This design comes from an exercise in tuning for small area on the open sky130 flow, not from production work.
Only simulation tests tie the RTL to the original design; equivalence was not proved.
Power is estimated from default activity; no workload was simulated.

--- flow/run.sh ---
#!/bin/bash
# synth_recipe.tcl (not shown) runs the flow's synth.tcl, then flattens the netlist and writes it again
# the make line also repeats each setting of config.mk as NAME=value (left out here)
make -C /OpenROAD-flow-scripts/flow DESIGN_CONFIG=/design/flow/config.mk WORK_HOME=/design/flow/orfs CLKGATE_MAP_FILE= SYNTH_SCRIPT=/design/flow/synth_recipe.tcl finish
--- flow/config.mk ---
export PLATFORM = sky130hd
export DESIGN_NAME = P_HV_image
export DESIGN_NICKNAME = P_HV_image
export VERILOG_FILES = /design/flow/design.v
export SDC_FILE = /design/flow/constraint.sdc
export NUM_CORES = 4
export LEC_CHECK = 0
export CAP_MARGIN = 20
export CORE_AREA = 5 5 555 555
export DIE_AREA = 0 0 560 560
export SLEW_MARGIN = 20
--- flow/design.v ---
module vdc10bit(clk, reset, scalar, bs);
input clk,reset;
input [9:0] scalar;
output bs;
reg [9:0] outcount;
wire [9:0] vdcout;
always@(posedge clk)
begin
    if(reset)
        outcount <= 0;
    else
        outcount <= outcount + 1;
end
assign vdcout [9:0] = {outcount[0],outcount[1],outcount[2],outcount[3],outcount[4],outcount[5],outcount[6],outcount[7],outcount[8],outcount[9]};
assign bs = (scalar > vdcout) ? 1'b1:1'b0;
endmodule
module jk_ff ( input j, input k, input clk, input reset, output reg q);  
   always @ (posedge clk) begin  
      if (reset)
         q <= 1'b0;
      else
      case ({j,k})  
         2'b00 :  q <= q;  
         2'b01 :  q <= 0;  
         2'b10 :  q <= 1;  
         2'b11 :  q <= ~q;  
      endcase 
	end	  
endmodule
module P_HV_image (clk, reset, scalar, out_p);
input clk, reset;
input [1439:0] scalar;
output [143:0] out_p;
wire bs_vdc [0:143], Q_T [0:143];
genvar i;
generate
for (i=0; i<144; i = i+1)begin
	vdc10bit vdc(clk, reset, scalar[10*i+9:10*i],bs_vdc[i]);
	jk_ff TFF(bs_vdc[i], bs_vdc[i], clk, reset, Q_T[i]);
	assign out_p[i] = bs_vdc[i] ^ Q_T[i];
end
endgenerate
endmodule
--- flow/constraint.sdc ---
create_clock -name core_clock -period 6.0 [get_ports {clk}]
set_input_delay 1.2000 -clock core_clock [delete_from_list [all_inputs] [get_ports {clk}]]
set_output_delay 1.2000 -clock core_clock [all_outputs]
set_load 0.01 [all_outputs]
==> results.txt, run 1 <==
Depth of the CTS H-tree = 4
Initial DRC count = 3,906
Final setup fails = 0
Grt ovf = 0
# fillers = 29,970
Slew @ Worst Pin = 884.0 ps
Fmax = 189.1 MHz
# IOs = 1,586
CTS clk-pin slew, worst paths = 50 ps
Syn Nets = 15,050
Kind of cell adding the most delay to the critical path = buffers and inverters
Mapped Cells = 11,880
Clock Skew = 48.09 ps
First-pass GRT wire length = 471,600 microns
Non-filler cells in the finished layout = 17,780
Syn avg cell area = 8.581 sq um
Detailed-route wire length per cell = 17.58 microns
Number of global-route vias before repair = 82,210
Sw Ratio = 27.94%
DR vias = 83,510
Hold depth = 1
Clk pwr share = 40.6%
Post-layout min period = 5287 ps
Setup crit end kind = output port
Area Overhead vs Synth = 26.71%
Port buffer count = 1,585
TNS Setup = 0 ps
Worst stage delay on the critical path = 720 ps
GRT Util Overall = 19.12%
Chip height = 560 microns
CTS Sinks = 1,584
Top post-synthesis cells by area = dfxtp_1 (31%), ha_1 (21%), xnor2_1 (9.6%)
Depth of the worst register-to-register path = 9
Clock tree buffer depth = 4
Synthesized flop and latch total = 1,584
Comb pwr share = 21.0%
CTS root buf = clkbuf_16
Status = finished clean
Sequential-to-total area share from yosys stat = 31.10%
HPWL reported at the end of detailed placement = 259,400 microns
Lkg Pwr = 51.56 nW
DR DRC count = 0
Int Power = 21.14 mW
Most frequent cells in the layout = inv_1 (1,872), ha_1 (1,728), dfxtp_1 (1,584), clkdlybuf4s50_1 (1,583), nor2_1 (1,334)
Post-route ant nets = 0
Distinct cell type count after synthesis = 33
Num CTS Buffers = 195
Hold buffer count at CTS = 0
EDFF count, synth = 0
DR pass1 iterations = 5
CP required = 4800 ps
PwrDens = 227.1 nW/um^2
Placed cell count = 17,290
Sequential share of power = 38.3%
Initial Util = 33.76%
Crit-path cells = clkdlybuf4s50_1 > ha_1 > nand4_2 > nor2_2 > a211oi_2 > a221oi_2 > ha_1 > inv_1 > clkdlybuf4s50_1
Max transition margin = 41.07%
Core Box Area = 302,000 sq um
Share of post-route cells with drive strength above 1 = 5.536%
Final Slew Violations = 0
Die Area = 313,600 sq um
Rows = 202
Syn. warnings = 3
Commonest non-fill, non-tap cell in the layout = inv_1
Hold Startpoint = genblk1[85].vdc.outcount[0]
Initial antenna violation count = 257
CP max-delay cell = a221oi_2
Async SR Flop Fraction = 0%
Vias per inst = 4.696
Maxcap violations = 0
Unrepaired setup endpoints after global routing = no
Fin crit share = 88.12%
Crit Reg-Reg Endpoint = genblk1[95].TFF.q
Final WL = 312,600 microns
Die Span X = 560 microns
Hold path endpoint = genblk1[85].vdc.outcount[0]
Synth top area share = 31.10%
Worst VDD drop = 0.0002190 V
Crit path kind = in2out
Hold Crit Class = reg2reg
Crit Path Max Fanout = 4
Final-report hold violation count = 0
Fin nets = 16,680
Worst endpoint data arrival time = 4090 ps
Worst setup margin = 712.9 ps
Setup Buffers After CTS = 0
Placer Congestion = 0.9081
Netlist Area Pre-Place = 102,000 sq um
TritonCTS clock tree = done
Latest clock arrival within the worst-skew pair = 870 ps
Worst r2r src = genblk1[95].vdc.outcount[2]
Cell taking the most area after synthesis = dfxtp_1
Place WS = 572.9 ps
Largest net degree at the start of global routing = 151
Register-to-register setup slack = 3450 ps
Psw = 8.195 mW
Ys flop type = dfxtp_1
# resized after CTS = 0
Bufs and invs on worst path = 3
Startpoint types = input port
area by class of cell:
class	instances	area [sq um]	area share, %
timing repair buffer	1621	16330	12.64
tap	3978	4977	3.853
clock inverter	65	739.5	0.5724
multi-input combinational	8235	62340	48.26
clock buffer	279	5699	4.411
inverter	1872	7027	5.439
antenna	149	372.9	0.2886
sequential	1584	31710	24.54
state kept, by name (all words and copies together) (netlist names):
| register | cells |
|---|---|
| genblk1.vdc.outcount | 1440 |
| genblk1.TFF.q | 144 |
layer usage:
layer  share of wire, %  GRT usage (%)  vias up
li1                   -              -    43220
met1                 39          20.88    37600
met2                 47          33.00     1841
met3                7.9          6.382      692
met4                5.2          9.705      170
met5               0.34              0        -
synthesized netlist by cell type (all sizes together), types with 287 or more instances:
cell,number
xnor2,1118
dfxtp,1584
nand2b,288
a211oi,288
inv,1872
and3,533
nand3,685
nor2,1362
ha,1728
nor2b,288
a21oi,424
nand2,287
logic make-up (layout without fill, tap and decap cells):
kind of cell	count (synthesis)	in the layout	share of synthesized area (%)
AOI/OAI and AO/OA	1314	1314	9.086
xor gates and xnor gates	1126	1126	9.672
adders and majority gates	1728	1728	21.20
buffers and inverters	2064	3837	7.757
DFF	1584	1584	31.10
muxes	144	144	1.414
other	0	149	0
and+or+nand+nor	3923	3923	19.77
how the worst max path moves through the flow:
stage,start,cells past startpoint,to
2_1_floorplan,scalar[479],6,out_p[47]
3_3_place_gp,scalar[819],9,out_p[81]
3_5_place_dp,scalar[819],9,out_p[81]
4_1_cts,scalar[819],9,out_p[81]
5_1_grt,scalar[819],9,out_p[81]
6_report,scalar[959],9,out_p[95]
power groups by stage:
stage          combinational (mW)  clock, mW  sequential (mW)
2_1_floorplan                3.31          0             11.4
4_1_cts                      6.27       12.4             11.2
5_1_grt                      6.92       12.8             11.3
6_report                     6.17       11.9             11.2
3_5_place_dp                 6.22          0             11.5
3_3_place_gp                 6.16          0             11.5
through the flow:
step / total power [mW] / cell area (sq um) / hold WS [ps] / util (%)
after global routing: 31.00 / 129100 / 452.4 / 42.74
after detailed placement: 17.68 / 122400 / 433.6 / 40.52
final: 29.33 / 129200 / 441.0 / 42.78
after floorplan: 14.70 / 102000 / 417.3 / -
after global placement: 17.62 / 122400 / 425.4 / 40.52
after CTS: 29.86 / 128800 / 444.4 / 42.65
==> run 2, diff against run 1 <==
==> flow/design.v (replaced) <==
module vdc_cmp (a, nv, gt);
input  [9:0] a;
input  [9:0] nv;
output gt;
wire [9:0] c;
assign c[0] = a[0] & nv[0];
genvar b;
generate
for (b = 1; b < 10; b = b + 1) begin : st
    vdc_maj m (.a(a[b]), .b(nv[b]), .c(c[b-1]), .y(c[b]));
end
endgenerate
assign gt = c[9];
endmodule
module vdc_maj (a, b, c, y);
input a, b, c;
output y;
assign y = (a & b) | (a & c) | (b & c);
endmodule
module P_HV_image (clk, reset, scalar, out_p);
input clk, reset;
input [1439:0] scalar;
output [143:0] out_p;
reg [9:0] n;
always @(posedge clk)
    if (reset) n <= 10'd0;
    else       n <= n + 10'd1;
wire [9:0] nv = ~{n[0],n[1],n[2],n[3],n[4],n[5],n[6],n[7],n[8],n[9]};
reg  [143:0] q;
wire [143:0] bs;
genvar i;
generate
for (i = 0; i < 144; i = i + 1) begin : ch
    vdc_cmp cmp (.a(scalar[10*i+9:10*i]), .nv(nv), .gt(bs[i]));
end
endgenerate
assign out_p = bs ^ q;
always @(posedge clk)
    if (reset) q <= 144'd0;
    else       q <= out_p;
endmodule
--- a/flow/config.mk
+++ b/flow/config.mk
@@ -6,6 +6,8 @@
 export NUM_CORES = 4
 export LEC_CHECK = 0
 export CAP_MARGIN = 20
-export CORE_AREA = 5 5 555 555
-export DIE_AREA = 0 0 560 560
+export CORE_AREA = 5 5 295 295
+export DIE_AREA = 0 0 300 300
 export SLEW_MARGIN = 20
+export SYNTH_HIERARCHICAL = 1
+export SYNTH_MINIMUM_KEEP_SIZE = 0
==> run 2 against run 1 <==
  * The run now fails in I/O pin placement (3_2_place_iop)
  * Synthesized cell count is 84% lower
  * Area after synthesis is 79% lower
==> results.txt, run 2 <==
Fail Step = I/O pin placement (3_2_place_iop)
Post-synthesis adder-cell area fraction = 69.39%
EDFF count, synth = 0
Synthesized flop and latch total = 154
Ys flop type = dfxtp_1
Chip height = 300 microns
Initial Util = 25.19%
Syn. warnings = 7
Die Span X = 300 microns
Rows = 106
Top post-synthesis cells by area = maj3_2 (69%), dfxtp_1 (15%), xor2_1 (6.0%)
Status = did not finish
Multiplexer share of the synthesized area = 0%
Distinct cell type count after synthesis = 22
XOR/XNOR share of the synthesized area = 6.117%
Run Error = [ERROR PPL-0024] Number of IO pins (1586) exceeds maximum number of available positions (1082). Increase the die perimeter from 1200.00um to 2156.96um.
Synth top area share = 69.33%
Syn avg cell area = 10.85 sq um
Synth Area in Simple Gates = 9.023%
Netlist Area Pre-Place = 21,050 sq um
Main combinational cell family by area after synthesis = adder cells
Top-count cell post-synth = maj3_2
Cell taking the most area after synthesis = maj3_2
Synth top cells by count = maj3_2 (1,296), dfxtp_1 (154), nor2b_1 (145)
Async SR Flop Fraction = 0%
Mapped Cells = 1,940
Syn Nets = 3,383
Compound-Gate Fraction of Synth Area = 0.2615%
Sequential-to-total area share from yosys stat = 14.65%
## run 2: Yosys stat by module (local to each module, per instance)
module      cells  area (sq um)
P_HV_image    500          5554
vdc_cmp         1         6.256
vdc_maj         1         11.26
## run 2: logic make-up after synthesis
kind of cell / Yosys count
AOI/OAI and AO/OA: 10
xor gates and xnor gates: 147
adders and majority gates: 1297
buffers and inverters: 27
DFF: 154
and+or+nand+nor: 305
==> run 3, diff against run 2 <==
==> flow/flow/run.sh (new file) <==
#!/bin/bash
# Standard synthesis, then the standard layout with three changes:
# combinational cells start at their smallest drive strength (downsize.tcl,
# after floorplan), the port buffers are buf_1 cells, and repair_timing's power
# recovery downsizes cells on paths with positive slack after global routing.
set -euo pipefail
W=$(pwd)
bash standard.sh synth > "$W/synth.log" 2>&1
bash standard.sh \
  "POST_FLOORPLAN_TCL=$W/flow/downsize.tcl" \
  "BUFFER_PORTS_ARGS=-buffer_cell sky130_fd_sc_hd__buf_1" \
  "RECOVER_POWER=100" \
  finish > "$W/layout.log" 2>&1
==> flow/flow/downsize.tcl (new file) <==
# Swap every combinational cell that synthesis gave a drive strength above
# the smallest to the smallest cell of the same function; later repair steps
# size up again wherever timing, slew or capacitance needs it.
set n 0
foreach inst [get_cells *] {
  set m [get_property $inst ref_name]
  if {![regexp {^(sky130_fd_sc_hd__[a-z0-9]+)_([0-9]+)$} $m -> base drv]} { continue }
  if {[regexp {df|dl|sdf|edf|conb|tap|fill|decap} $base]} { continue }
  set cur [get_lib_cells */$m]
  set best ""
  set best_area [get_property $cur area]
  foreach d {0 1 2} {
    if {$d >= $drv} { break }
    set cand [get_lib_cells -quiet */${base}_$d]
    if {$cand eq ""} { continue }
    if {[get_property $cand dont_use]} { continue }
    set a [get_property $cand area]
    if {$a < $best_area} { set best $cand; set best_area $a }
  }
  if {$best ne ""} {
    replace_cell $inst $best
    incr n
  }
}
puts "downsize: swapped $n cells to a smaller drive strength"
==> flow/standard.sh (new file) <==
#!/bin/bash
# synth_recipe.tcl (not shown) runs the flow's synth.tcl, then flattens the netlist and writes it again
# the make line also repeats each setting of config.mk as NAME=value (left out here)
make -C /OpenROAD-flow-scripts/flow DESIGN_CONFIG=/design/flow/config.mk WORK_HOME=/design/flow/orfs CLKGATE_MAP_FILE= SYNTH_SCRIPT=/design/flow/synth_recipe.tcl "${@:-finish}"
removed: flow/run.sh
==> run 3 against run 2 <==
  * The run again fails in I/O pin placement (3_2_place_iop)
  * Area after synthesis stayed put
  * Synthesized cell count is the same
==> results.txt, run 3 <==
Status = did not finish
Fail Step = I/O pin placement (3_2_place_iop)
Run Error = [ERROR PPL-0024] Number of IO pins (1586) exceeds maximum number of available positions (1082). Increase the die perimeter from 1200.00um to 2156.96um.
Sequential-to-total area share from yosys stat = 14.65%
Distinct cell type count after synthesis = 22
Rows = 106
Main combinational cell family by area after synthesis = adder cells
Synthesized flop and latch total = 154
Synth top cells by count = maj3_2 (1,296), dfxtp_1 (154), nor2b_1 (145)
Die Span X = 300 microns
XOR/XNOR share of the synthesized area = 6.117%
Post-synthesis adder-cell area fraction = 69.39%
Initial Util = 25.19%
Mapped Cells = 1,940
Syn Nets = 3,383
Synth top area share = 69.33%
Compound-Gate Fraction of Synth Area = 0.2615%
Chip height = 300 microns
Top post-synthesis cells by area = maj3_2 (69%), dfxtp_1 (15%), xor2_1 (6.0%)
EDFF count, synth = 0
Syn. warnings = 7
Syn avg cell area = 10.85 sq um
Netlist Area Pre-Place = 21,050 sq um
Synth Area in Simple Gates = 9.023%
Top-count cell post-synth = maj3_2
Ys flop type = dfxtp_1
Cell taking the most area after synthesis = maj3_2
Async SR Flop Fraction = 0%
Multiplexer share of the synthesized area = 0%
## run 3: cell counts after synthesis
Identical to the previous run, type by type.
## run 3: logic make-up after synthesis
kind of cell | after synthesis
and+or+nand+nor | 305
AOI/OAI and AO/OA | 10
buffers and inverters | 27
xor gates and xnor gates | 147
DFF | 154
adders and majority gates | 1297
## run 3: per-module statistics from Yosys, one instance, submodules excluded
module / times used / area, sq um / cells / flops+latches
vdc_cmp: 144 / 6.256 / 1 / 0
P_HV_image: 1 / 5554 / 500 / 154
vdc_maj: 1296 / 11.26 / 1 / 0
==> run 4, diff against run 3 <==
==> flow/design.v (replaced) <==
module vdc_cmp (a, nv, gt);
input  [9:0] a;
input  [9:0] nv;
output gt;
wire [9:0] c;    
vdc_nand2 s0 (.a(a[0]), .b(nv[0]), .y(c[0]));    
vdc_stb  s1 (.a(a[1]), .b(nv[1]), .cn(c[0]), .y(c[1]));    
vdc_maj  s2 (.a(a[2]), .b(nv[2]), .c(c[1]), .y(c[2]));    
vdc_maj  s3 (.a(a[3]), .b(nv[3]), .c(c[2]), .y(c[3]));    
vdc_maj  s4 (.a(a[4]), .b(nv[4]), .c(c[3]), .y(c[4]));    
vdc_maj  s5 (.a(a[5]), .b(nv[5]), .c(c[4]), .y(c[5]));    
vdc_maj  s6 (.a(a[6]), .b(nv[6]), .c(c[5]), .y(c[6]));    
vdc_maj  s7 (.a(a[7]), .b(nv[7]), .c(c[6]), .y(c[7]));    
vdc_sta  s8 (.a(a[8]), .b(nv[8]), .c(c[7]), .y(c[8]));    
vdc_stb  s9 (.a(a[9]), .b(nv[9]), .cn(c[8]), .y(c[9]));    
assign gt = c[9];
endmodule
module vdc_stb (a, b, cn, y);
input a, b, cn;
output y;
wire np, ng;
vdc_nor2  u0 (.a(a), .b(b), .y(np));
vdc_nand2 u1 (.a(a), .b(b), .y(ng));
vdc_oai21 u2 (.a1(np), .a2(cn), .b1(ng), .y(y));
endmodule
module vdc_sta (a, b, c, y);
input a, b, c;
output y;
wire g, p;
vdc_and2  u0 (.a(a), .b(b), .y(g));
vdc_or2   u1 (.a(a), .b(b), .y(p));
vdc_oai21 u2 (.a1(c), .a2(g), .b1(p), .y(y));
endmodule
module vdc_and2 (a, b, y);
input a, b;
output y;
assign y = a & b;
endmodule
module vdc_or2 (a, b, y);
input a, b;
output y;
assign y = a | b;
endmodule
module vdc_maj (a, b, c, y);
input a, b, c;
output y;
assign y = (a & b) | (a & c) | (b & c);
endmodule
module vdc_nmaj (a, b, c, y);
input a, b, c;
output y;
vdc_aoi222 u0 (.a1(a), .a2(b), .b1(a), .b2(c), .c1(b), .c2(c), .y(y));
endmodule
module vdc_aoi222 (a1, a2, b1, b2, c1, c2, y);
input a1, a2, b1, b2, c1, c2;
output y;
assign y = ~((a1 & a2) | (b1 & b2) | (c1 & c2));
endmodule
module vdc_nand2 (a, b, y);
input a, b;
output y;
assign y = ~(a & b);
endmodule
module vdc_nor2 (a, b, y);
input a, b;
output y;
assign y = ~(a | b);
endmodule
module vdc_oai21 (a1, a2, b1, y);
input a1, a2, b1;
output y;
assign y = ~((a1 | a2) & b1);
endmodule
module P_HV_image (clk, reset, scalar, out_p);
input clk, reset;
input [1439:0] scalar;
output [143:0] out_p;
reg  [9:0] nv;
wire [9:0] n      = ~{nv[0],nv[1],nv[2],nv[3],nv[4],nv[5],nv[6],nv[7],nv[8],nv[9]};
wire [9:0] n_next = n + 10'd1;
always @(posedge clk)
    if (reset) nv <= 10'h3ff;
    else       nv <= ~{n_next[0],n_next[1],n_next[2],n_next[3],n_next[4],
                       n_next[5],n_next[6],n_next[7],n_next[8],n_next[9]};
reg  [143:0] q;
wire [143:0] bs;
genvar i;
generate
for (i = 0; i < 144; i = i + 1) begin : ch
    vdc_cmp cmp (.a(scalar[10*i+9:10*i]), .nv(nv), .gt(bs[i]));
end
endgenerate
assign out_p = bs ^ q;
always @(posedge clk)
    if (reset) q <= 144'd0;
    else       q <= out_p;
endmodule
--- a/flow/flow/run.sh
+++ b/flow/flow/run.sh
@@ -10,4 +10,5 @@
   "POST_FLOORPLAN_TCL=$W/flow/downsize.tcl" \
   "BUFFER_PORTS_ARGS=-buffer_cell sky130_fd_sc_hd__buf_1" \
   "RECOVER_POWER=100" \
+  "PLACE_PINS_ARGS=-min_distance 1 -min_distance_in_tracks" \
   finish > "$W/layout.log" 2>&1
--- a/flow/config.mk
+++ b/flow/config.mk
@@ -6,8 +6,12 @@
 export NUM_CORES = 4
 export LEC_CHECK = 0
 export CAP_MARGIN = 20
-export CORE_AREA = 5 5 295 295
-export DIE_AREA = 0 0 300 300
+export CELL_PAD_IN_SITES_DETAIL_PLACEMENT = 1
+export CELL_PAD_IN_SITES_GLOBAL_PLACEMENT = 1
+export CORE_AREA = 5 5 315 315
+export CTS_BUF_LIST = sky130_fd_sc_hd__clkbuf_4 sky130_fd_sc_hd__clkbuf_8
+export DIE_AREA = 0 0 320 320
+export PLACE_DENSITY = 0.35
 export SLEW_MARGIN = 20
 export SYNTH_HIERARCHICAL = 1
 export SYNTH_MINIMUM_KEEP_SIZE = 0
==> run 4 against run 3 <==
  * The layout now fails its checks (max-capacitance violations, max-slew violations)
  * Area after synthesis increased by 4.1%
  * Synthesized cell count up 44%
==> results.txt, run 4 <==
Final Slew Violations = 66
Async SR Flop Fraction = 0%
EDFF count, synth = 0
Worst r2r src = nv[1]
Most frequent cells in the layout = buf_1 (1,528), maj3_1 (864), nand2_1 (436), nor2_1 (289), and2_1 (284)
Fin crit share = 97.41%
First-pass GRT wire length = 203,100 microns
HPWL reported at the end of detailed placement = 123,100 microns
Final setup fails = 0
Maxcap violations = 1
Setup crit end kind = output port
Largest registers = q x144, nv x10
Reg with most FFs = q
Crit path kind = reg2out
Hold Crit Class = reg2reg
Largest net degree at the start of global routing = 151
Number of global-route vias before repair = 28,460
CTS clk-pin slew, worst paths = 100 ps
Distinct cell type count after synthesis = 25
Core Box Area = 95,150 sq um
Crit-path cells = buf_12 > nor2_1 > o21ai_1 > maj3_1 > maj3_1 > maj3_1 > maj3_1 > maj3_1 > maj3_1 > o21ai_0 > o21ai_1 > xor2_1 > clkbuf_1
DR DRC count = 0
Die Span X = 320 microns
Post-layout min period = 5845 ps
Initial antenna violation count = 190
Latest clock arrival within the worst-skew pair = 540 ps
Crit path launch = nv[1]
Detailed-route wire length per cell = 25.30 microns
Post-route ant nets = 0
Worst stage delay on the critical path = 490 ps
PnR Total Power = 4.076 mW
Port buffer count = 1,585
Syn Nets = 4,240
Depth of the worst register-to-register path = 13
# fillers = 12,580
Top-count cell post-synth = maj3_2
Status = failed layout checks
Chip height = 320 microns
Final WL = 148,400 microns
Final-report hold violation count = 0
TritonCTS clock tree = done
Top post-synthesis cells by area = maj3_2 (44%), dfxtp_1 (14%), o21ai_1 (9.9%)
DR pass1 iterations = 5
Num CTS Buffers = 17
Crit Reg-Reg Endpoint = q[11]
PwrDens = 137.5 nW/um^2
CP required = 4800 ps
Register-to-register setup slack = 1950 ps
Clock tree buffer depth = 2
# IOs = 1,586
Setup crit end = out_p[133]
Sequential share of power = 31.4%
Synth top area share = 44.39%
CTS root buf = clkbuf_8
DR vias = 28,080
Mapped Cells = 2,797
CTS Sinks = 154
Psw = 1.700 mW
Syn avg cell area = 7.836 sq um
Placer Congestion = 0.9429
CP max-delay cell = dfxtp_4
Cell taking the most area after synthesis = maj3_2
Grt ovf = 0
Crit Path Max Fanout = 82
Commonest non-fill, non-tap cell in the layout = buf_1
Startpoint types = flip-flop
Worst VDD drop = 0.0001317 V
Syn. warnings = 7
Failed layout checks = max-capacitance violations, max-slew violations
Sw Ratio = 41.71%
Initial DRC count = 1,286
Max transition margin = -72.81%
Fmax = 171.1 MHz
Critical path's most frequent cell = maj3_1
Share of post-route cells with drive strength above 1 = 2.096%
Slew @ Worst Pin = 2589 ps
Vias per inst = 4.786
Int Power = 2.376 mW
Sequential-to-total area share from yosys stat = 14.07%
Fin nets = 5,867
Clk pwr share = 21.9%
Depth of the CTS H-tree = 4
Ys flop type = dfxtp_1
Clock Skew = 24.18 ps
Synth top cells by count = maj3_2 (864), nand2_1 (436), o21ai_1 (432)
GRT Util Overall = 27.22%
Number of flip-flops in the largest register = 144
Worst hold margin = 584.0 ps
Lkg Pwr = 8.402 nW
Worst endpoint data arrival time = 4640 ps
Comb pwr share = 46.7%
Area Overhead vs Synth = 35.30%
Synthesized flop and latch total = 154
Initial Util = 23.03%
Netlist Area Pre-Place = 21,920 sq um
Rows = 113
Die Area = 102,400 sq um
## run 4: cell families after synthesis
kind of cell,synth area share (%)
flops,14.07
fa+ha+maj,44.45
simple gates,25.26
compound gates,10.00
xor+xnor,5.835
mux,0.04567
buf+inv,0.3425
## run 4: how the worst min path moves through the flow
stage	from	to	slack, ps	cells past startpoint
3_3_place_gp	q[122]	q[122]	570	2
6_report	q[55]	q[55]	580	2
4_1_cts	q[67]	q[67]	590	2
3_5_place_dp	q[55]	q[55]	570	2
2_1_floorplan	q[0]	q[0]	610	2
5_1_grt	q[13]	q[13]	610	2
## run 4: final cells by class
type	count	area [sq um]	area share [%]
Antenna cell	166	415.4	1.401
Timing Repair Buffer	1624	6432	21.69
Sequential cell	154	3117	10.51
Multi-Input combinational cell	2623	17670	59.59
Clock buffer	20	269.0	0.9072
Inverter	4	20.02	0.06751
Clock inverter	11	145.1	0.4895
Tap cell	1265	1583	5.338
## run 4: power groups by stage
stage / clock, mW / sequential, mW / combinational, mW
floorplan: 0 / 1.33 / 0.936
global placement: 0 / 1.31 / 1.89
detailed placement: 0 / 1.31 / 1.91
CTS: 0.959 / 1.28 / 1.92
global route: 0.985 / 1.30 / 2.10
finish: 0.893 / 1.28 / 1.90
## run 4: stage by stage
step | cell area, sq um | instances | utilization, % | setup TNS [ps] | worst slack (ps)
after detailed placement | 28740 | 5667 | 30.21 | 0 | 267.7
final | 29650 | 5867 | 31.16 | 0 | 155.3
after global placement | 28740 | 5667 | 30.21 | 0 | 259.1
after global routing | 29590 | 5844 | 31.10 | -9.591 | -9.094
after CTS | 29210 | 5700 | 30.69 | 0 | 46.05
after floorplan | 21920 | 2797 | - | 0 | 89.10
## run 4: metal layers
| metal | GRT usage, % | vias up | routed length [microns] |
|---|---|---|---|
| met5 | 0 | - | 372 |
| met4 | 28.10 | 54 | 17060 |
| met3 | 12.80 | 568 | 14770 |
| met2 | 41.31 | 1452 | 64890 |
| met1 | 26.51 | 12790 | 51320 |
| li1 | - | 13220 | - |
## run 4: timing repair
action                                  4_1_cts  5_1_grt
endpoints found under the setup margin        4       38
endpoints found under the hold margin         0        0
resized for setup                             0       13
buffers inserted                              2        1
hold buffers                                  0        0
## run 4: modules after synthesis, one instance, submodules excluded, a selection
module,flip-flops and latches,cells
vdc_nor2,0,1
vdc_or2,0,1
vdc_and2,0,1
P_HV_image,154,493
vdc_maj,0,1
vdc_nand2,0,1
vdc_oai21,0,1
## run 4: critical path: cells and delay by family, from the launching register on
family,cells,cell delay (ps)
AND/OR/NAND/NOR,1,150
AO/OA/AOI/OAI,3,370
XOR/XNOR,1,160
adder cells (fa/ha/maj),6,2280
buffers and inverters,2,610
flip-flops,1,490
==> run 5, diff against run 4 <==
==> flow/flow/run.sh (replaced) <==
#!/bin/bash
# Standard synthesis, then the standard layout with two changes:
# combinational cells start at their smallest drive strength (downsize.tcl,
# after floorplan; later repair steps size up where timing, slew or
# capacitance need it), and the port buffers are buf_1 cells.
set -euo pipefail
W=$(pwd)
bash standard.sh synth > "$W/synth.log" 2>&1
bash standard.sh \
  "POST_FLOORPLAN_TCL=$W/flow/downsize.tcl" \
  "BUFFER_PORTS_ARGS=-buffer_cell sky130_fd_sc_hd__buf_1" \
  "PLACE_PINS_ARGS=-min_distance 1 -min_distance_in_tracks" \
  finish > "$W/layout.log" 2>&1
==> run 5 against run 4 <==
  * Via count hardly changed
  * The run now finishes clean
  * Final cell count hardly changed
  * Flip-flop and latch count stayed put
  * Cell area hardly changed
  * Sequential power hardly changed
  * Total power is 0.48% higher
==> results.txt, run 5 <==
Status = finished clean
TritonCTS clock tree = done
Reg with most FFs = q
Cell taking the most area after synthesis = maj3_2
Finished Cell Area = 29,670 sq um
Final-report hold violation count = 0
Core Box Area = 95,150 sq um
Bufs and invs on worst path = 2
CTS clk-pin slew, worst paths = 100 ps
Worst setup margin = 186.3 ps
Fin nets = 5,867
CTS root buf = clkbuf_8
CTS Sinks = 154
Maxcap violations = 0
Worst stage delay on the critical path = 480 ps
Num CTS Buffers = 17
Area after DPL = 28,740 sq um
Setup crit end kind = output port
Top-count cell post-synth = maj3_2
First-pass GRT wire length = 203,100 microns
Depth of the CTS H-tree = 4
Initial DRC count = 1,277
Netlist Area Pre-Place = 21,920 sq um
Hold depth = 2
Chip height = 320 microns
Rows = 113
Kind of cell adding the most delay to the critical path = adder cells
Placed cell count = 5,667
HPWL reported at the end of detailed placement = 123,100 microns
Die Span X = 320 microns
PwrDens = 138.0 nW/um^2
Async SR Flop Fraction = 0%
Unrepaired setup endpoints after global routing = no
Sequential-to-total area share from yosys stat = 14.07%
Most frequent cells in the layout = buf_1 (1,572), maj3_1 (864), nand2_1 (436), o21ai_1 (432), nor2_1 (289)
Final Slew Violations = 0
Register-to-register setup slack = 1930 ps
Die Area = 102,400 sq um
Synth top area share = 44.39%
EDFF count, synth = 0
Largest registers = q x144, nv x10
Worst VDD drop = 0.0001328 V
Max transition margin = 45.28%
Non-filler cells in the finished layout = 5,872
Finished Core Util = 31.18%
Worst hold margin = 585.3 ps
Place WS = 267.7 ps
Synth top cells by count = maj3_2 (864), nand2_1 (436), o21ai_1 (432)
Fmax = 172.0 MHz
Port buffer count = 1,585
Area Overhead vs Synth = 35.39%
Share of post-route cells with drive strength above 1 = 2.142%
Number of flip-flops in the largest register = 144
Crit Path Max Fanout = 82
GRT Util Overall = 27.22%
DR vias = 28,100
Hold Startpoint = q[73]
Placer Congestion = 0.9429
Number of global-route vias before repair = 28,460
Initial antenna violation count = 190
Final setup fails = 0
Critical path's most frequent cell = maj3_1
Clock tree buffer depth = 2
CP max-delay cell = dfxtp_4
Top post-synthesis cells by area = maj3_2 (44%), dfxtp_1 (14%), o21ai_1 (9.9%)
Final WL = 148,400 microns
Post-route ant nets = 0
PnR Total Power = 4.096 mW
Post-layout min period = 5814 ps
TNS Setup = 0 ps
Startpoint types = flip-flop
Hold path endpoint = q[73]
Lkg Pwr = 8.416 nW
Vias per inst = 4.786
Detailed-route wire length per cell = 25.27 microns
Commonest non-fill, non-tap cell in the layout = buf_1
Latest clock arrival within the worst-skew pair = 550 ps
Worst endpoint data arrival time = 4610 ps
DR pass1 iterations = 5
Slew @ Worst Pin = 820.8 ps
Crit-path cells = buf_12 > nor2_1 > o21ai_1 > maj3_1 > maj3_1 > maj3_1 > maj3_1 > maj3_1 > maj3_1 > o21ai_1 > o21ai_1 > xor2_1 > buf_1
Worst r2r src = nv[1]
Depth of the worst register-to-register path = 13
Syn Nets = 4,240
Crit Reg-Reg Endpoint = q[11]
Distinct cell type count after synthesis = 25
# IOs = 1,586
DR DRC count = 0
Syn avg cell area = 7.836 sq um
Syn. warnings = 7
Largest net degree at the start of global routing = 151
Synthesized flop and latch total = 154
Grt ovf = 0
Fin crit share = 96.90%
Ys flop type = dfxtp_1
Initial Util = 23.03%
Crit path kind = reg2out
Mapped Cells = 2,797
Clock Skew = 26.22 ps
Hold Crit Class = reg2reg
CP required = 4800 ps
-- run 5: cell types whose count changed in the layout (fill, tap and decap cells not counted), moves of 4 or more --
cell      delta
and2_0       -4
and2_1       +4
o21ai_1    +169
diode_2      +5
o21ai_0    -169
clkbuf_1    -45
buf_1       +44
-- run 5: logic make-up after synthesis --
group | Yosys count | synth area share [%]
AO/OA/AOI/OAI | 437 | 10.00
XOR/XNOR | 146 | 5.835
adder cells (fa/ha/maj) | 865 | 44.45
buffers and inverters | 20 | 0.3425
flip-flops | 154 | 14.07
multiplexers | 1 | 0.04567
AND/OR/NAND/NOR | 1174 | 25.26
-- run 5: per-layer routing --
metal	part of all wire, %	global-route usage [%]	wire (microns)	vias to the layer above
met5	0.24	0	362	-
met4	11	28.10	16950	52
met3	9.9	12.80	14650	555
met2	44	41.31	65030	1432
li1	-	-	-	13240
met1	35	26.51	51370	12830
-- run 5: power by group --
group,switching [mW],internal (mW),total [mW]
combinational,1.15,0.771,1.92
clock,0.461,0.434,0.895
sequential,0.101,1.18,1.28
-- run 5: what timing repair did --
item,in CTS,in global routing
hold buffers,0,0
setup endpoints to repair,4,38
resized for setup,0,13
buffers inserted,2,1
-- run 5: layout make-up --
type,instances,area (sq um)
clock inverters,11,145.1
fillers,12570,65480
diodes,171,427.9
flip-flops and latches,154,3120
clock buffers,20,269.0
well taps,1265,1583
multi-input cells,2623,17670
inverters,4,20.02
repair buffers,1624,6436
-- run 5: worst max path at each step --
stage,cells past startpoint,end,from,slack (ps)
after floorplan,4,out_p[0],nv[7],90
after global routing,13,out_p[11],nv[1],2
after detailed placement,13,out_p[5],scalar[50],270
after CTS,13,out_p[11],nv[1],50
after global placement,13,out_p[5],scalar[50],260
final,13,out_p[133],nv[1],190
-- run 5: worst register-to-register path, cell delays in order (launching register included) --
cell     delay (ps)
dfxtp_4         480
buf_12          250
nor2_1          230
o21ai_1         100
maj3_1          370
maj3_1          370
maj3_1          360
maj3_1          360
maj3_1          400
maj3_1          370
o21ai_1         230
o21ai_1         130
xor2_1          160
and2_1          160
-- run 5: Yosys stat by module, one instance, submodules excluded, a selection --
| module | flip-flops and latches | cells inside | copies in the design |
|---|---|---|---|
| vdc_maj | 0 | 1 | 864 |
| P_HV_image | 154 | 493 | 1 |
| vdc_nand2 | 0 | 1 | 432 |
| vdc_oai21 | 0 | 1 | 432 |
| vdc_nor2 | 0 | 1 | 288 |
| vdc_and2 | 0 | 1 | 144 |
| vdc_or2 | 0 | 1 | 144 |
==> run 6, diff against run 5 <==
--- a/flow/design.v
+++ b/flow/design.v
@@ -11,8 +11,8 @@
 vdc_maj  s5 (.a(a[5]), .b(nv[5]), .c(c[4]), .y(c[5]));    
 vdc_maj  s6 (.a(a[6]), .b(nv[6]), .c(c[5]), .y(c[6]));    
 vdc_maj  s7 (.a(a[7]), .b(nv[7]), .c(c[6]), .y(c[7]));    
-vdc_sta  s8 (.a(a[8]), .b(nv[8]), .c(c[7]), .y(c[8]));    
-vdc_stb  s9 (.a(a[9]), .b(nv[9]), .cn(c[8]), .y(c[9]));    
+vdc_maj  s8 (.a(a[8]), .b(nv[8]), .c(c[7]), .y(c[8]));    
+vdc_maj  s9 (.a(a[9]), .b(nv[9]), .c(c[8]), .y(c[9]));    
 assign gt = c[9];
 endmodule
 module vdc_stb (a, b, cn, y);
--- a/flow/config.mk
+++ b/flow/config.mk
@@ -12,6 +12,7 @@
 export CTS_BUF_LIST = sky130_fd_sc_hd__clkbuf_4 sky130_fd_sc_hd__clkbuf_8
 export DIE_AREA = 0 0 320 320
 export PLACE_DENSITY = 0.35
+export SETUP_SLACK_MARGIN = -0.6
 export SLEW_MARGIN = 20
 export SYNTH_HIERARCHICAL = 1
 export SYNTH_MINIMUM_KEEP_SIZE = 0
==> run 6 against run 5 <==
  * Now fails the layout checks on negative setup slack
  * Final cell count is 8.7% lower
  * First-iteration DRC count is 3.9% higher
  * Maximum frequency is 7.8% lower
  * Synthesized cell count is 21% lower
  * Sequential power hardly changed
  * Non-clock buffer count is 6 higher
  * Hold slack better by 1.8 ps
  * Critical path type unchanged
  * Largest cell class unchanged
  * Highest routed layer unchanged
==> results.txt, run 6 <==
Max transition margin = 26.96%
GRT Util Overall = 29.78%
Register-to-register setup slack = 1340 ps
Maxcap violations = 0
Status = failed layout checks
EDFF count, synth = 0
Core Box Area = 95,150 sq um
Clock Skew = 17.78 ps
Hold Crit Class = reg2reg
# resized after CTS = 0
Detailed-route wire length per cell = 30.17 microns
PwrDens = 144.6 nW/um^2
Area Overhead vs Synth = 37.64%
Commonest non-fill, non-tap cell in the layout = buf_1
Worst endpoint data arrival time = 5100 ps
Failed layout checks = negative setup slack
Fmax = 158.6 MHz
TritonCTS clock tree = done
Syn. warnings = 7
Worst r2r src = nv[1]
Mapped Cells = 2,221
Depth of the CTS H-tree = 4
Post-layout min period = 6304 ps
HPWL reported at the end of detailed placement = 129,100 microns
Final-report hold violation count = 0
Worst setup margin = -304.4 ps
CTS root buf = clkbuf_8
Die Span X = 320 microns
Final setup fails = 141
# IOs = 1,586
Post-route ant nets = 0
Finished Core Util = 30.14%
Syn avg cell area = 9.381 sq um
Worst VDD drop = 0.00009059 V
Final WL = 161,700 microns
Placer Congestion = 0.9708
Cell taking the most area after synthesis = maj3_2
Startpoint types = flip-flop
Die Area = 102,400 sq um
Sequential-to-total area share from yosys stat = 14.80%
Setup Buffers After CTS = 0
Largest net degree at the start of global routing = 108
Hold buffer count at CTS = 0
Final Slew Violations = 0
Rows = 113
Num CTS Buffers = 17
Crit Reg-Reg Endpoint = q[11]
Register area = 3120 sq um
Top-count cell post-synth = maj3_2
Synth top cells by count = maj3_2 (1,152), nand2_1 (292), dfxtp_1 (154)
# fillers = 12,140
Place WS = -247.2 ps
Reg with most FFs = q
Number of global-route vias before repair = 27,810
DR vias = 26,290
Vias per inst = 4.904
Slew @ Worst Pin = 1096 ps
Crit path launch = nv[1]
Grt ovf = 0
Crit path kind = reg2out
Latest clock arrival within the worst-skew pair = 540 ps
Lkg Pwr = 7.518 nW
Top post-synthesis cells by area = maj3_2 (62%), dfxtp_1 (15%), xor2_1 (6.1%)
Largest registers = q x144, nv x10
Setup crit end kind = output port
Depth of the worst register-to-register path = 14
PnR Total Power = 4.147 mW
CTS Sinks = 154
First-pass GRT wire length = 216,400 microns
DR DRC count = 0
Setup crit end = out_p[9]
Number of flip-flops in the largest register = 144
DR pass1 iterations = 6
Synth top area share = 62.26%
Syn Nets = 3,664
Share of post-route cells with drive strength above 1 = 4.422%
Async SR Flop Fraction = 0%
CP required = 4800 ps
Crit Path Max Fanout = 86
Fin crit share = 105.1%
Fin nets = 5,297
Clock tree buffer depth = 2
Ys flop type = dfxtp_1
Initial DRC count = 1,327
Initial Util = 21.90%
Initial antenna violation count = 260
Worst hold margin = 587.2 ps
Netlist Area Pre-Place = 20,830 sq um
Distinct cell type count after synthesis = 24
Port buffer count = 1,585
Multi-input logic area = 16,230 sq um
Synthesized flop and latch total = 154
Chip height = 320 microns
CTS clk-pin slew, worst paths = 100 ps
Most frequent cells in the layout = buf_1 (1,503), maj3_1 (1,152), nand2_1 (292), nor2_1 (145)
-- run 6: cell count changes in the layout (fill, tap and decap cells not counted), sizes merged, moves of 58 or more --
cell and delta:
nor2 -144, diode +58, or2 -144, o21ai -288
and2 -144, maj3 +288, nand2 -144
-- run 6: layout make-up --
class | count | share of cell area [%]
antenna | 229 | 1.998
clock buffer | 22 | 0.9686
clock inverter | 10 | 0.4101
inverter | 4 | 0.06108
multi-input combinational | 2047 | 56.59
sequential | 154 | 10.88
tap | 1265 | 5.519
timing repair buffer | 1630 | 23.57
-- run 6: worst min-delay path by stage --
stage	endpoint	depth (start not counted)	start	slack, ps
after floorplan	q[0]	2	q[0]	610
after global placement	q[118]	2	q[118]	570
after detailed placement	q[55]	2	q[55]	580
after CTS	q[55]	2	q[55]	590
after global routing	q[51]	2	q[51]	610
final	q[55]	2	q[55]	590
-- run 6: modules after synthesis (local to each module, per instance), a selection --
| module | cell area, sq um | times used | cells | flops+latches |
|---|---|---|---|---|
| vdc_oai21 | 5.005 | 144 | 1 | 0 |
| vdc_nor2 | 3.754 | 144 | 1 | 0 |
| P_HV_image | 5520 | 1 | 493 | 154 |
| vdc_maj | 11.26 | 1152 | 1 | 0 |
| vdc_nand2 | 3.754 | 288 | 1 | 0 |
-- run 6: cells by family after synthesis --
group / synth area share, %
adders and majority gates: 62.32
and+or+nand+nor: 12.73
DFF: 14.80
AOI/OAI and AO/OA: 3.603
xor gates and xnor gates: 6.137
buffers and inverters: 0.3603
muxes: 0.04804
-- run 6: power by group --
group	internal [mW]	leakage, nW	switching (mW)
clock	0.401	0.204	0.484
combinational	0.860	6.03	1.12
sequential	1.18	1.29	0.103
-- run 6: worst max-delay path, cell delays in order, from the launching register on --
cell     delay [ps]
dfxtp_4         490
buf_12          270
nor2_1          160
o21ai_1          70
maj3_1          350
maj3_1          440
maj3_1          390
maj3_1          380
maj3_1          370
maj3_1          360
maj3_1          360
maj3_1          400
xor2_1          190
buf_1           250
-- run 6: routing by layer --
metal	vias to the layer above	GRT usage [%]	wire (microns)
met5	-	1.574	621
met4	74	36.66	20270
li1	11610	-	-
met3	766	14.71	15270
met2	1576	44.01	72430
met1	12270	27.05	53130
-- run 6: per-stage QoR --
step | instance area, sq um | std cells | setup TNS (ps)
global route | 28580 | 5322 | -52860
global placement | 27690 | 5099 | -1801
CTS | 28100 | 5132 | -32770
finish | 28680 | 5361 | -18660
detailed placement | 27710 | 5100 | -3132
floorplan | 20840 | 2221 | -68320
==> run 7, diff against run 6 <==
--- a/flow/design.v
+++ b/flow/design.v
@@ -1,7 +1,8 @@
-module vdc_cmp (a, nv, gt);
+module vdc_cmp (a, nv, q, y);
 input  [9:0] a;
 input  [9:0] nv;
-output gt;
+input  q;
+output y;
 wire [9:0] c;    
 vdc_nand2 s0 (.a(a[0]), .b(nv[0]), .y(c[0]));    
 vdc_stb  s1 (.a(a[1]), .b(nv[1]), .cn(c[0]), .y(c[1]));    
@@ -11,9 +12,9 @@
 vdc_maj  s5 (.a(a[5]), .b(nv[5]), .c(c[4]), .y(c[5]));    
 vdc_maj  s6 (.a(a[6]), .b(nv[6]), .c(c[5]), .y(c[6]));    
 vdc_maj  s7 (.a(a[7]), .b(nv[7]), .c(c[6]), .y(c[7]));    
-vdc_maj  s8 (.a(a[8]), .b(nv[8]), .c(c[7]), .y(c[8]));    
-vdc_maj  s9 (.a(a[9]), .b(nv[9]), .c(c[8]), .y(c[9]));    
-assign gt = c[9];
+vdc_stc  s8 (.a(a[8]), .b(nv[8]), .c(c[7]), .y(c[8]));    
+vdc_stb  s9 (.a(a[9]), .b(nv[9]), .cn(c[8]), .y(c[9]));    
+assign y = c[9] ^ q;
 endmodule
 module vdc_stb (a, b, cn, y);
 input a, b, cn;
@@ -40,6 +41,18 @@
 input a, b;
 output y;
 assign y = a | b;
+endmodule
+module vdc_stc (a, b, c, y);
+input a, b, c;
+output y;
+wire g;
+vdc_and2  u0 (.a(a), .b(b), .y(g));
+vdc_oai22 u1 (.a1(c), .a2(g), .b1(a), .b2(b), .y(y));
+endmodule
+module vdc_oai22 (a1, a2, b1, b2, y);
+input a1, a2, b1, b2;
+output y;
+assign y = ~((a1 | a2) & (b1 | b2));
 endmodule
 module vdc_maj (a, b, c, y);
 input a, b, c;
@@ -83,14 +96,12 @@
     else       nv <= ~{n_next[0],n_next[1],n_next[2],n_next[3],n_next[4],
                        n_next[5],n_next[6],n_next[7],n_next[8],n_next[9]};
 reg  [143:0] q;
-wire [143:0] bs;
 genvar i;
 generate
 for (i = 0; i < 144; i = i + 1) begin : ch
-    vdc_cmp cmp (.a(scalar[10*i+9:10*i]), .nv(nv), .gt(bs[i]));
+    vdc_cmp cmp (.a(scalar[10*i+9:10*i]), .nv(nv), .q(q[i]), .y(out_p[i]));
 end
 endgenerate
-assign out_p = bs ^ q;
 always @(posedge clk)
     if (reset) q <= 144'd0;
     else       q <= out_p;
--- a/flow/config.mk
+++ b/flow/config.mk
@@ -12,7 +12,6 @@
 export CTS_BUF_LIST = sky130_fd_sc_hd__clkbuf_4 sky130_fd_sc_hd__clkbuf_8
 export DIE_AREA = 0 0 320 320
 export PLACE_DENSITY = 0.35
-export SETUP_SLACK_MARGIN = -0.6
 export SLEW_MARGIN = 20
 export SYNTH_HIERARCHICAL = 1
 export SYNTH_MINIMUM_KEEP_SIZE = 0
==> run 7 against run 6 <==
  * Register-to-register slack better by 670 ps
  * Clock skew is 6.7 ps higher
  * Via count is 5.1% higher
  * Now clean on timing, DRC and antenna
  * Synthesized cell count is 19% higher
  * Largest cell class unchanged
  * Highest routed layer unchanged
  * Sequential share of layout area is 0.13 points lower
==> results.txt, run 7 <==
XOR/XNOR share of the synthesized area = 5.995%
Latest clock arrival within the worst-skew pair = 540 ps
DR vias = 27,630
Syn. warnings = 7
Compound-Gate Fraction of Synth Area = 11.23%
Chip height = 320 microns
Worst endpoint data arrival time = 4620 ps
Hold depth = 2
Distinct cell type count after synthesis = 23
Worst r2r src = nv[1]
Reg with most FFs = q
Clock Skew = 24.53 ps
Final-report hold violation count = 0
Synth top cells by count = maj3_2 (864), nand2_1 (435), nor2_1 (289)
Main combinational cell family by area after synthesis = adder cells
Crit-path cells = buf_12 > nor2_1 > o21ai_1 > maj3_1 > maj3_1 > maj3_1 > maj3_1 > maj3_1 > maj3_1 > o22ai_1 > o21ai_1 > xor2_1 > buf_1
Bufs and invs on worst path = 2
Syn Nets = 4,094
Initial DRC count = 1,262
Largest registers = q x144, nv x10
Hold buffer count at CTS = 0
Commonest non-fill, non-tap cell in the layout = buf_1
Status = finished clean
Cell depth of the worst setup path = 13
Worst hold margin = 560.7 ps
Worst VDD drop = 0.0001561 V
Fin crit share = 97.01%
EDFF count, synth = 0
Ys flop type = dfxtp_1
Depth of the worst register-to-register path = 13
CTS Sinks = 154
Max transition margin = 33.24%
Lkg Pwr = 8.184 nW
DR DRC count = 0
HPWL reported at the end of detailed placement = 122,500 microns
Register-to-register setup slack = 2010 ps
Placer Congestion = 0.9516
Syn avg cell area = 7.991 sq um
Share of post-route cells with drive strength above 1 = 2.282%
TNS Setup = 0 ps
Initial Util = 22.26%
PnR Total Power = 4.104 mW
Fin nets = 5,725
Final WL = 149,800 microns
Hold path endpoint = q[39]
Clock tree buffer depth = 2
Final Slew Violations = 0
Hold Startpoint = q[39]
Sequential-to-total area share from yosys stat = 14.55%
Multiplexer share of the synthesized area = 0.04725%
# fillers = 12,600
Port buffer count = 1,585
Startpoint types = flip-flop
Worst stage delay on the critical path = 480 ps
Hold Crit Class = reg2reg
Finished Core Util = 30.50%
Synthesized flop and latch total = 154
Largest net degree at the start of global routing = 127
Top-count cell post-synth = maj3_2
Die Span X = 320 microns
TritonCTS clock tree = done
Post-route ant nets = 0
Synth Area in Simple Gates = 21.83%
Most frequent cells in the layout = buf_1 (1,572), maj3_1 (864), nand2_1 (435), nor2_1 (289), o21ai_1 (288)
Depth of the CTS H-tree = 4
CP max-delay cell = dfxtp_4
Crit Reg-Reg Endpoint = q[10]
CP required = 4800 ps
Register area = 3120 sq um
Top post-synthesis cells by area = maj3_2 (46%), dfxtp_1 (15%), nand2_1 (7.7%)
Fmax = 171.8 MHz
Detailed-route wire length per cell = 26.09 microns
Core Box Area = 95,150 sq um
Maxcap violations = 0
CTS root buf = clkbuf_8
Kind of cell adding the most delay to the critical path = adder cells
Grt ovf = 0
Slew @ Worst Pin = 1001 ps
Multi-input logic area = 16,940 sq um
Initial antenna violation count = 203
Netlist Area Pre-Place = 21,180 sq um
Number of global-route vias before repair = 28,020
DR pass1 iterations = 5
Critical path's most frequent cell = maj3_1
Synth top area share = 45.93%
Crit path kind = reg2out
Post-synthesis adder-cell area fraction = 45.99%
Post-layout min period = 5821 ps
Crit Path Max Fanout = 74
PwrDens = 141.4 nW/um^2
GRT Util Overall = 27.35%
Async SR Flop Fraction = 0%
# IOs = 1,586
Number of flip-flops in the largest register = 144
Rows = 113
Area Overhead vs Synth = 36.99%
CTS clk-pin slew, worst paths = 90 ps
Final setup fails = 0
First-pass GRT wire length = 202,900 microns
Mapped Cells = 2,651
Cell taking the most area after synthesis = maj3_2
Die Area = 102,400 sq um
Num CTS Buffers = 17
Vias per inst = 4.811
Setup crit end kind = output port
## run 7: changes by cell type in the layout (fill, tap and decap cells not counted), sizes merged, moves of 11 or more
cell	before	now
nor2b	1	145
buf	1630	1619
nand2	292	435
diode	229	182
o21ai	147	291
nor2	145	289
maj3	1152	864
o22ai	0	144
## run 7: through the flow
step / instances / setup WS [ps] / cell area [sq um]
detailed placement: 5524 / 163.4 / 28070
floorplan: 2651 / 212.6 / 21200
finish: 5742 / 179.3 / 29020
global route: 5720 / -64.13 / 28960
CTS: 5557 / 19.46 / 28490
global placement: 5524 / 163.8 / 28070
## run 7: cell families after synthesis
group                    Yosys count
AO/OA/AOI/OAI                    438
adder cells (fa/ha/maj)          865
AND/OR/NAND/NOR                 1028
XOR/XNOR                         145
multiplexers                       1
flip-flops                       154
buffers and inverters             20
## run 7: where the power goes
group / switching [mW] / internal [mW] / total [mW]
logic: 1.17 / 0.783 / 1.96
registers: 0.0930 / 1.18 / 1.27
clock network: 0.469 / 0.406 / 0.875
## run 7: tightest hold or removal path, cell delays in order (launching register included)
cell	delay, ps
dfxtp_1	330
xor2_1	70
nor2b_1	120
## run 7: worst max path at each step
| stage | slack (ps) | startpoint | end |
|---|---|---|---|
| CTS | 20 | nv[0] | out_p[108] |
| global placement | 160 | scalar[921] | out_p[92] |
| floorplan | 210 | nv[0] | out_p[0] |
| detailed placement | 160 | scalar[921] | out_p[92] |
| finish | 180 | nv[1] | out_p[101] |
| global route | -60 | nv[1] | out_p[101] |
## run 7: final cells by class
cell class,instances,area share (%)
antenna,182,1.570
tap,1265,5.454
sequential,154,10.75
clock inverter,10,0.3967
multi-input combinational,2477,58.38
inverter,4,0.05174
clock buffer,22,0.9788
timing repair buffer,1628,22.42
## run 7: per-module statistics from Yosys (local to each module, per instance), excerpt
module / copies in the design / cell area, sq um
vdc_cmp: 144 / 8.758
vdc_oai22: 144 / 6.256
vdc_and2: 144 / 6.256
vdc_oai21: 288 / 5.005
vdc_nor2: 288 / 3.754
vdc_maj: 864 / 11.26
P_HV_image: 1 / 4247
vdc_nand2: 432 / 3.754
## run 7: repair_timing
action | CTS | global route
setup endpoints to repair | 13 | 44
gates resized for setup | 2 | 12
buffers inserted | 1 | 2
## run 7: per-layer routing
layer,track usage (%),up-vias,wire (microns)
met5,0,-,322
met4,30.45,46,17940
met2,40.54,1463,64540
li1,-,12960,-
met1,27.40,12540,53140
met3,11.44,613,13870
==> run 8, diff against run 7 <==
--- a/flow/design.v
+++ b/flow/design.v
@@ -11,10 +11,10 @@
 vdc_maj  s4 (.a(a[4]), .b(nv[4]), .c(c[3]), .y(c[4]));    
 vdc_maj  s5 (.a(a[5]), .b(nv[5]), .c(c[4]), .y(c[5]));    
 vdc_maj  s6 (.a(a[6]), .b(nv[6]), .c(c[5]), .y(c[6]));    
-vdc_maj  s7 (.a(a[7]), .b(nv[7]), .c(c[6]), .y(c[7]));    
-vdc_stc  s8 (.a(a[8]), .b(nv[8]), .c(c[7]), .y(c[8]));    
-vdc_stb  s9 (.a(a[9]), .b(nv[9]), .cn(c[8]), .y(c[9]));    
-assign y = c[9] ^ q;
+vdc_stc  s7 (.a(a[7]), .b(nv[7]), .c(c[6]), .y(c[7]));    
+vdc_stb  s8 (.a(a[8]), .b(nv[8]), .cn(c[7]), .y(c[8]));    
+vdc_stc  s9 (.a(a[9]), .b(nv[9]), .c(c[8]), .y(c[9]));    
+assign y = ~(c[9] ^ q);    
 endmodule
 module vdc_stb (a, b, cn, y);
 input a, b, cn;
==> run 8 against run 7 <==
  * Synthesized cell count rose by 5.4%
  * Utilization rose by 0.20 points
  * First-iteration DRC count rose by 2.4%
  * Area after synthesis rose by 0.85%
  * Clock skew rose by 4.9 ps
  * Flip-flop and latch count did not move
  * Largest power group unchanged
  * Still clean
  * Sequential share of layout area fell by 0.071 points
  * Clock power fell by 2%
  * Worst setup slack improved by 88 ps
  * Total power rose by 0.85%
  * Critical path type unchanged
==> results.txt, run 8 <==
Status = finished clean
Port buffer count = 1,585
EDFF count, synth = 0
Slew @ Worst Pin = 1066 ps
Synthesized flop and latch total = 154
Hold depth = 2
Syn Nets = 4,238
Compound-Gate Fraction of Synth Area = 15.36%
Share of post-route cells with drive strength above 1 = 1.918%
Synth top area share = 37.95%
Core Box Area = 95,150 sq um
Die Area = 102,400 sq um
Crit Path Max Fanout = 46
Top layer used by detailed routing = met5
DR DRC count = 0
Area Overhead vs Synth = 36.74%
Post-route ant nets = 0
XOR/XNOR share of the synthesized area = 5.945%
Mapped Cells = 2,795
Hold Crit Class = reg2reg
Max transition margin = 28.93%
Reg with most FFs = q
Startpoint types = flip-flop
Most frequent cells in the layout = buf_1 (1,578), maj3_1 (720), nand2_1 (435), nor2_1 (289)
Depth of the worst register-to-register path = 14
Placed cell count = 5,664
Fin crit share = 95.55%
Worst r2r src = nv[1]
Register area = 3120 sq um
First-pass GRT wire length = 205,400 microns
# fillers = 12,630
Distinct cell type count after synthesis = 22
Worst endpoint data arrival time = 4530 ps
Depth of the CTS H-tree = 4
Synth top cells by count = maj3_2 (720), nand2_1 (435), nor2_1 (289)
HPWL reported at the end of detailed placement = 122,600 microns
Hold buffer count at CTS = 0
Num CTS Buffers = 17
Clock tree buffer depth = 2
DR vias = 28,890
TritonCTS clock tree = done
# IOs = 1,586
Grt ovf = 0
Lkg Pwr = 8.219 nW
Setup crit end kind = output port
Largest registers = q x144, nv x10
Syn. warnings = 7
Fmax = 174.4 MHz
Initial antenna violation count = 209
M1 wire length = 52,810 microns
Latest clock arrival within the worst-skew pair = 550 ps
Hold path endpoint = q[55]
Hold Startpoint = q[55]
Place WS = 436.2 ps
Cell taking the most area after synthesis = maj3_2
Initial DRC count = 1,292
Worst VDD drop = 0.0001325 V
Async SR Flop Fraction = 0%
Synth Area in Simple Gates = 25.86%
Final WL = 150,700 microns
Sequential-to-total area share from yosys stat = 14.43%
Met3 WL = 15,080 microns
CTS clk-pin slew, worst paths = 100 ps
Syn avg cell area = 7.643 sq um
Clock Skew = 29.44 ps
Worst hold margin = 569.6 ps
Number of global-route vias before repair = 29,110
Post-synthesis adder-cell area fraction = 38.01%
CTS Sinks = 154
GRT Util Overall = 27.48%
Top post-synthesis cells by area = maj3_2 (38%), dfxtp_1 (14%), and2_1 (8.4%)
Multi-input logic area = 17,300 sq um
Multiplexer share of the synthesized area = 0.04685%
Chip height = 320 microns
Final setup fails = 0
Crit path kind = reg2out
Non-filler cells in the finished layout = 5,872
Ys flop type = dfxtp_1
Vias per inst = 4.920
PwrDens = 141.7 nW/um^2
Maxcap violations = 0
Detail Route met2 WL = 65,500 microns
Number of flip-flops in the largest register = 144
Final-report hold violation count = 0
Rows = 113
CTS root buf = clkbuf_8
Main combinational cell family by area after synthesis = adder cells
Final Slew Violations = 0
DR pass1 iterations = 5
CP required = 4800 ps
Crit Reg-Reg Endpoint = q[111]
Placer Congestion = 0.9429
Post-layout min period = 5733 ps
Netlist Area Pre-Place = 21,360 sq um
Detailed-route wire length per cell = 25.66 microns
Top-count cell post-synth = maj3_2
Worst setup margin = 267.2 ps
Initial Util = 22.45%
Commonest non-fill, non-tap cell in the layout = buf_1
Fin nets = 5,862
Die Span X = 320 microns
TNS Setup = 0 ps
Largest net degree at the start of global routing = 181
Register-to-register setup slack = 2070 ps
==> run 8: area by class of cell <==
| class | count | share of cell area [%] |
|---|---|---|
| inverters | 4 | 0.05140 |
| well taps | 1265 | 5.418 |
| repair buffers | 1621 | 21.81 |
| multi-input cells | 2621 | 59.22 |
| clock inverters | 14 | 0.4626 |
| diodes | 175 | 1.499 |
| clock buffers | 18 | 0.8481 |
| flip-flops and latches | 154 | 10.68 |
==> run 8: layer usage <==
| metal | GRT usage [%] | vias up |
|---|---|---|
| li1 | - | 13560 |
| met1 | 27.13 | 13190 |
| met2 | 41.52 | 1464 |
| met3 | 12.68 | 608 |
| met4 | 28.09 | 72 |
| met5 | 0.3704 | - |
==> run 8: kinds of logic (layout without fill, tap and decap cells) <==
logic type	after synthesis	count (layout)
other cells	0	175
xor+xnor	145	145
simple gates	1172	1172
buf+inv	20	1657
fa+ha+maj	721	721
compound gates	582	582
mux	1	1
flops	154	154
==> run 8: worst max path at each step <==
stage | startpoint | to | slack (ps)
finish | nv[1] | out_p[35] | 270
detailed placement | scalar[321] | out_p[32] | 440
global placement | scalar[321] | out_p[32] | 430
CTS | nv[1] | out_p[111] | 50
floorplan | nv[0] | out_p[0] | 200
global route | nv[1] | out_p[117] | -2
==> run 8: per-stage QoR <==
step / utilization [%] / power, mW / instance area [sq um]
4_1_cts: 30.21 / 4.188 / 28750
2_1_floorplan: - / 2.339 / 21380
3_3_place_gp: 29.80 / 3.255 / 28360
3_5_place_dp: 29.80 / 3.277 / 28360
5_1_grt: 30.64 / 4.444 / 29160
6_report: 30.70 / 4.139 / 29210
==> run 8: repair_timing <==
action	4_1_cts	5_1_grt
buffers inserted	0	1
gates resized for setup	1	6
endpoints found under the setup margin	4	26
==> run 8: per-module statistics from Yosys, one instance, submodules excluded, a selection <==
module	cells	times used	area [sq um]
vdc_nor2	1	288	3.754
P_HV_image	347	1	4247
vdc_oai22	1	288	6.256
vdc_oai21	1	288	5.005
vdc_maj	1	720	11.26
vdc_nand2	1	432	3.754
vdc_cmp	1	144	8.758
vdc_and2	1	288	6.256
==> run 8: report_power, final <==
group | internal (mW) | switching, mW | total (mW)
logic | 0.843 | 1.16 | 2.01
clock network | 0.348 | 0.508 | 0.856
registers | 1.17 | 0.102 | 1.28
==> run 8: worst max-delay path, stage by stage, from the launching register on <==
cell and delay [ps]:
dfxtp_4 500, buf_4 350, nor2_1 160, o21ai_1 70, maj3_1 360, maj3_1 450, maj3_1 400, maj3_1 360
maj3_1 360, o22ai_1 180, o21ai_1 100, o22ai_1 180, xnor2_1 160, buf_1 340

afterwards: timing with drivers on the ports:
Ports are ideal in the flow. The routed layouts listed here were re-timed in OpenROAD. Step 1, drivers: a clkbuf_16 drives clk and a buf_2 each remaining input, both assumed. Step 2 adds t to the input delays and takes it off the output delays; t is the mean of the earliest and latest rising clock arrival at the registers after step 1. Input paths then give back, and output paths get back, about the clock's delay inside the block. a / b / c = ideal / step 1 / step 2; a / b = the first two.
| run | t (ns) | setup WS [ns] | hold WS [ns] | latest minus earliest clock arrival (ns) | worst data-port slew with drivers (ns) |
|---|---|---|---|---|---|
| run 1 | 0.931 | 0.713 / 0.540 / 0.540 | 0.441 / 0.441 / 0.441 | 0.085 / 0.084 | 0.38 |
| run 4 | 0.591 | 0.155 / 0.091 / 0.217 | 0.584 / 0.584 / 0.584 | 0.030 / 0.030 | 0.21 |
| run 5 | 0.595 | 0.186 / 0.122 / 0.256 | 0.585 / 0.585 / 0.585 | 0.031 / 0.031 | 0.21 |
| run 6 | 0.604 | -0.304 / -0.374 / -0.257 | 0.587 / 0.587 / 0.587 | 0.026 / 0.026 | 0.31 |
| run 7 | 0.601 | 0.179 / 0.110 / 0.173 | 0.561 / 0.561 / 0.561 | 0.025 / 0.025 | 0.26 |
| run 8 | 0.595 | 0.267 / 0.201 / 0.312 | 0.570 / 0.570 / 0.570 | 0.035 / 0.035 | 0.24 |
For run 1, which loses most, drivers alone change the setup slack by -0.173 ns; drivers and shift together by -0.173 ns.
